This is an optimization exercise on Yosys and OpenROAD, whose aim is small area, a short achievable clock period and few clock cycles per item, not a production implementation.
At most, simulation tests tie the RTL to the original design; equivalence was not proved.

Setup of before:
// MyDesign
module MyDesign #(parameter OUTPUT_LENGTH       = 8,
                  parameter MAX_MESSAGE_LENGTH  = 55,
                  parameter NUMBER_OF_Ks        = 64,
                  parameter NUMBER_OF_Hs        = 8 ,
                  parameter SYMBOL_WIDTH        = 8  )
            (
            output reg                                      dut__xxx__finish     ,
            input  wire                                     xxx__dut__go         ,
            input  wire  [ $clog2(MAX_MESSAGE_LENGTH):0]    xxx__dut__msg_length ,
            output reg  [ $clog2(MAX_MESSAGE_LENGTH)-1:0]   dut__msg__address  ,
            output wire                                     dut__msg__enable   ,
            output wire                                     dut__msg__write    ,
            input  wire [7:0]                               msg__dut__data     ,
            output wire [ $clog2(NUMBER_OF_Ks)-1:0]         dut__kmem__address  ,
            output wire                                     dut__kmem__enable   ,
            output wire                                     dut__kmem__write    ,
            input  wire [31:0]                              kmem__dut__data     ,
            output reg  [ $clog2(NUMBER_OF_Hs)-1:0]         dut__hmem__address  ,
            output wire                                     dut__hmem__enable   ,
            output wire                                     dut__hmem__write    ,
            input  wire [31:0]                              hmem__dut__data     ,
            output reg  [ $clog2(OUTPUT_LENGTH)-1:0]        dut__dom__address  ,
            output reg  [31:0]                              dut__dom__data     ,
            output wire                                     dut__dom__enable   ,
            output wire                                     dut__dom__write    ,
            input  wire                 clk             ,
            input  wire                 reset
            );
assign dut__msg__enable  = 1'b1;
assign dut__msg__write   = 1'b0;
assign dut__kmem__enable = 1'b1;
assign dut__kmem__write  = 1'b0;
assign dut__hmem__enable = 1'b1;
assign dut__hmem__write  = 1'b0;
reg        busy;
reg  [6:0] r, p;
reg  [3:0] hcnt;
reg        dom_en;
reg  [5:0] lenr;                             
  ...
Settings: LEC_CHECK=0, CAP_MARGIN=20, CORE_MARGIN=2, CORE_UTILIZATION=40, CTS_CLUSTER_DIAMETER=100, CTS_CLUSTER_SIZE=24, SETUP_SLACK_MARGIN=5, SLEW_MARGIN=20; clock period 10.0 ns.
standard.sh (not shown) runs the stock make flow with config.mk's settings and CLKGATE_MAP_FILE= SYNTH_SCRIPT=/design/flow/synth_recipe.tcl, a recipe that flattens the netlist after the stock synthesis.
==> flow/flow/run.sh <==
#!/bin/bash
bash standard.sh SETUP_SLACK_MARGIN=5.5 "BUFFER_PORTS_ARGS=-buffer_cell sky130_fd_sc_hd__buf_1" finish > standard.log 2>&1
Per the final summary, before finished and its layout is clean on timing, DRC and antenna.
Input changes introduced in after (baseline for comparison: before):
-- flow/design.v --
<<< before, line 37
reg  [3:0] hcnt;
reg        dom_en;
reg  [5:0] lenr;                             
reg  [5:0] kaddr;                            
reg  [31:0] kreg;                            
wire       start = xxx__dut__go & ~busy;
wire       act   = busy | xxx__dut__go;
>>> after, line 37
reg  [3:0] hcnt;
reg        dom_en;
wire       start = xxx__dut__go & ~busy;
wire       act   = busy | xxx__dut__go;
<<< before, line 45
wire       hdone = hcnt[3] | (hcnt[2:0] == 3'd7);
wire       last  = (r == 7'd69);
assign dut__kmem__address = kaddr;
assign dut__dom__enable   = dom_en;
assign dut__dom__write    = dom_en;
wire [5:0] maddr = dut__msg__address;
wire       mdone = (maddr == lenr);
wire       wavail = (p[6:4] != 3'd0) | mdone | (maddr[5:2] == p[3:0] + 4'd1);
wire rstep = kwf & hdone & ~r[6];
>>> after, line 42
wire       hdone = hcnt[3] | (hcnt[2:0] == 3'd7);
wire       last  = (r == 7'd69);
assign dut__kmem__address = p[5:0];
assign dut__dom__enable   = dom_en;
assign dut__dom__write    = dom_en;
wire [5:0] maddr = dut__msg__address;
wire       mdone = (maddr == xxx__dut__msg_length[5:0]);    
wire       wavail = (p[6:4] != 3'd0) | mdone | (maddr[5:2] == p[3:0] + 4'd1);
wire rstep = kwf & hdone & ~r[6];
<<< before, line 80
        hcnt              <= 4'd0;
        dut__msg__address <= 6'd0;
        kaddr             <= 6'd0;
        dut__hmem__address<= 3'd7;
        dut__xxx__finish  <= 1'b0;
>>> after, line 77
        hcnt              <= 4'd0;
        dut__msg__address <= 6'd0;
        dut__hmem__address<= 3'd7;
        dut__xxx__finish  <= 1'b0;
<<< before, line 90
        hcnt               <= hcnt_n;
        dut__msg__address  <= last ? 6'd0 : (rd ? maddr + 6'd1 : maddr);
        kaddr              <= last ? 6'd0 : ((start | pstep) ? kaddr + 6'd1 : kaddr);
        dut__hmem__address <= haddr_n;
        dut__xxx__finish   <= busy & last;
>>> after, line 86
        hcnt               <= hcnt_n;
        dut__msg__address  <= last ? 6'd0 : (rd ? maddr + 6'd1 : maddr);
        dut__hmem__address <= haddr_n;
        dut__xxx__finish   <= busy & last;
<<< before, line 101
    rotr = (x >> n) | (x << (32 - n));
endfunction
always @(posedge clk) begin
    if (start) lenr <= xxx__dut__msg_length[5:0];
    if (start | pstep) kreg <= kmem__dut__data;
end
wire [5:0]  len   = start ? xxx__dut__msg_length[5:0] : lenr;
wire [3:0]  q     = start ? 4'd0 : p[3:0] + 4'd1;
wire        qlen  = (len[5:2] == q);
>>> after, line 96
    rotr = (x >> n) | (x << (32 - n));
endfunction
wire [5:0]  len   = xxx__dut__msg_length[5:0];
wire [3:0]  q     = start ? 4'd0 : p[3:0] + 4'd1;
wire        qlen  = (len[5:2] == q);
<<< before, line 114
                  | ((q == 4'd15) ? {23'd0, len[5:0], 3'd0} : 32'd0);
wire        p_lt15 = (p[6:4] == 3'd0) & (p[3:0] != 4'd15);
reg  [31:0] sreg;
wire [31:0] ss0 = rotr(wr[2], 7) ^ rotr(wr[2], 18) ^ (wr[2] >> 3);
wire [31:0] ss1 = rotr(wr[14], 17) ^ rotr(wr[14], 19) ^ (wr[14] >> 10);
wire [31:0] u0  = wr[1] ^ wr[10] ^ ss0;
wire [31:0] u1  = ((wr[1] & wr[10]) | (wr[1] & ss0) | (wr[10] & ss0)) << 1;
wire [31:0] snew  = u0 + u1;
wire [31:0] sched = ss1 + sreg;
wire selS = pstep & ~p_lt15;
reg [31:0] wrest;
>>> after, line 105
                  | ((q == 4'd15) ? {23'd0, len[5:0], 3'd0} : 32'd0);
wire        p_lt15 = (p[6:4] == 3'd0) & (p[3:0] != 4'd15);
wire [31:0] ss0 = rotr(wr[1], 7) ^ rotr(wr[1], 18) ^ (wr[1] >> 3);
wire [31:0] ss1 = rotr(wr[14], 17) ^ rotr(wr[14], 19) ^ (wr[14] >> 10);
wire [31:0] u0  = wr[0] ^ wr[9] ^ ss0;
wire [31:0] u1  = ((wr[0] & wr[9]) | (wr[0] & ss0) | (wr[9] & ss0)) << 1;
wire [31:0] v0  = u0 ^ u1 ^ ss1;
wire [31:0] v1  = ((u0 & u1) | (u0 & ss1) | (u1 & ss1)) << 1;
wire [31:0] sched = v0 + v1;
wire selS = pstep & ~p_lt15;
reg [31:0] wrest;
<<< before, line 139
    if (pstep) begin
        for (i = 0; i < 15; i = i + 1) wr[i] <= wr[i+1];
        sreg <= snew;
        kw <= kreg + wr[15];
    end
    wr[15] <= w15n;
>>> after, line 130
    if (pstep) begin
        for (i = 0; i < 15; i = i + 1) wr[i] <= wr[i+1];
        kw <= kmem__dut__data + wr[15];
    end
    wr[15] <= w15n;
### Flow results
- after has more setup slack than before.
- after: full flow OK, the timing, design-rule and antenna checks passed
- after vs. before: instance count on the critical path now sits higher; mux cell area share after synthesis now sits at about the same level; final clock period utilization by the worst path now sits lower.
Testbench counts of after, summed over its fixed seeds: cycles 17,686, hashes 192.
No functional check of the RTL was part of before.

========
Another version of the RTL of MyDesign (not shown whole).
For scale: roughly 3500 cells after synthesis.
export LEC_CHECK = 0
export CAP_MARGIN = 20
export CORE_MARGIN = 2
export CORE_UTILIZATION = 40
export SETUP_SLACK_MARGIN = 5
export SLEW_MARGIN = 20
create_clock -name core_clock -period 10.0 [get_ports {clk}]
==> flow/flow/run.sh <==
#!/bin/bash
bash standard.sh SETUP_SLACK_MARGIN=6 finish > standard.log 2>&1
Testbench counts at the start, summed over its fixed seeds: cycles 17,686, hashes 192.
==> next run, changes <==
--- a/flow/design.v
+++ b/flow/design.v
@@ -30,25 +30,24 @@
 assign dut__msg__write   = 1'b0;
 assign dut__kmem__enable = 1'b1;
 assign dut__kmem__write  = 1'b0;
 assign dut__hmem__enable = 1'b1;
 assign dut__hmem__write  = 1'b0;
 reg        busy;
 reg  [6:0] r, p;
 reg  [3:0] hcnt;
 reg        dom_en;
 reg  [5:0] lenr;                             
 reg  [5:0] kaddr;                            
 reg  [31:0] kreg;                            
-reg  [31:0] hreg;                            
 wire       start = xxx__dut__go & ~busy;
 wire       act   = busy | xxx__dut__go;
 wire       kwf   = p[0] ^ r[0];              
 wire       hdone = hcnt[3] | (hcnt[2:0] == 3'd7);
 wire       last  = (r == 7'd69);
 assign dut__kmem__address = kaddr;
 assign dut__dom__enable   = dom_en;
 assign dut__dom__write    = dom_en;
 wire [5:0] maddr = dut__msg__address;
 wire       mdone = (maddr == lenr);
 wire       wavail = (p[6:4] != 3'd0) | mdone | (maddr[5:2] == p[3:0] + 4'd1);
 wire rstep = kwf & hdone & ~r[6];
@@ -63,25 +62,25 @@
         3'd4: wordof = 3'd7;
         3'd5: wordof = 3'd3;
         3'd6: wordof = 3'd2;
         3'd7: wordof = 3'd1;
         3'd0: wordof = 3'd0;
         3'd1: wordof = 3'd6;
         3'd2: wordof = 3'd5;
         default: wordof = 3'd4;
     endcase
 endfunction
 wire [6:0] r_n    = last ? 7'd0 : ((rstep | (busy & r[6])) ? r + 7'd1 : r);
 wire [3:0] hcnt_n = last ? 4'd0 : ((hload | h0ld) ? hcnt + 4'd1 : hcnt);
-wire [2:0] haddr_n = hcnt_n[3] ? wordof(r_n[2:0]) : ~hcnt_n[2:0];
+wire [2:0] haddr_n = hcnt_n[3] ? wordof(r_n[2:0] - 3'd1) : ~hcnt_n[2:0];
 always @(posedge clk or posedge reset) begin
     if (reset) begin
         busy              <= 1'b0;
         r                 <= 7'd0;
         p                 <= 7'd0;
         hcnt              <= 4'd0;
         dut__msg__address <= 6'd0;
         kaddr             <= 6'd0;
         dut__hmem__address<= 3'd7;
         dut__xxx__finish  <= 1'b0;
         dom_en            <= 1'b0;
     end else begin
@@ -95,25 +94,24 @@
         dut__xxx__finish   <= busy & last;
         dom_en             <= owr;
     end
 end
 reg  [31:0] wr [0:15];
 reg  [31:0] kw;
 function [31:0] rotr(input [31:0] x, input integer n);
     rotr = (x >> n) | (x << (32 - n));
 endfunction
 always @(posedge clk) begin
     if (start) lenr <= xxx__dut__msg_length[5:0];
     if (start | pstep) kreg <= kmem__dut__data;
-    hreg <= hmem__dut__data;
 end
 wire [5:0]  len   = start ? xxx__dut__msg_length[5:0] : lenr;
 wire [3:0]  q     = start ? 4'd0 : p[3:0] + 4'd1;
 wire        qlen  = (len[5:2] == q);
 wire [31:0] padw  = {qlen & (len[1:0] == 2'd0), 7'd0,
                      qlen & (len[1:0] == 2'd1), 7'd0,
                      qlen & (len[1:0] == 2'd2), 7'd0,
                      qlen & (len[1:0] == 2'd3), 7'd0}
                   | ((q == 4'd15) ? {23'd0, len[5:0], 3'd0} : 32'd0);
 wire        p_lt15 = (p[6:4] == 3'd0) & (p[3:0] != 4'd15);
 wire [31:0] ss0 = rotr(wr[1], 7) ^ rotr(wr[1], 18) ^ (wr[1] >> 3);
 wire [31:0] ss1 = rotr(wr[14], 17) ^ rotr(wr[14], 19) ^ (wr[14] >> 10);
@@ -170,18 +168,16 @@
         A1 <= (hload | r0) ? hmem__dut__data : anew;
         A2 <= A1; A3 <= A2; A4 <= A3;
     end
     if (eshift) begin
         e <= hload ? A3 : enew;
         f <= e; g <= f; h <= g;
     end
 end
 reg  [1:0] tsel;                             
 wire [31:0] tap = tsel[1] ? h : (tsel[0] ? A1 : e);
 always @(posedge clk) begin
     tsel <= (r_n == 7'd61) ? 2'd0 : ((r_n <= 7'd65) ? 2'd1 : 2'd2);
-    if (owr) begin
-        dut__dom__data    <= tap + hreg;
-        dut__dom__address <= wordof(r[2:0] - 3'd1);
-    end
+    dut__dom__data    <= tap + hmem__dut__data;
+    dut__dom__address <= dut__hmem__address;
 end
 endmodule
Wire length shrinks by 4.4%.
Final area shrinks by 1.5%.
Testbench counts after the change, summed over its fixed seeds: cycles 17,686, hashes 192.

[separate check: timing with driven ports]
How much do the figures lean on ideal ports? The routed layouts below were timed once more, with nothing changed but the port constraints.
Step 1 sets driving cells, clkbuf_16 on the clock port and buf_2 on the other inputs (assumed; they add their load-dependent delay and slew).
Step 2 times the ports against the registers' clock, not the clock port: input delays grow and output delays shrink by t, the midpoint of the rising clock arrivals with the driver on.
a / b / c = no drivers / after step 1 / after step 2; a / b = the first two.
run	shift t [ns]	setup slack, ns	clock arrival spread, ns
before	0.728	5.456 / 5.456 / 4.937	0.039 / 0.039
after	0.709	5.501 / 5.501 / 5.048	0.058 / 0.058
the first run of note 2	0.756	5.599 / 5.599 / 5.432	0.051 / 0.051
the second run of note 2	0.736	5.528 / 5.528 / 5.360	0.058 / 0.058
After both steps every run listed still meets setup and hold. The setup slack of before, which loses most, moves by 0.000 ns with the drivers and by -0.519 ns with both steps.
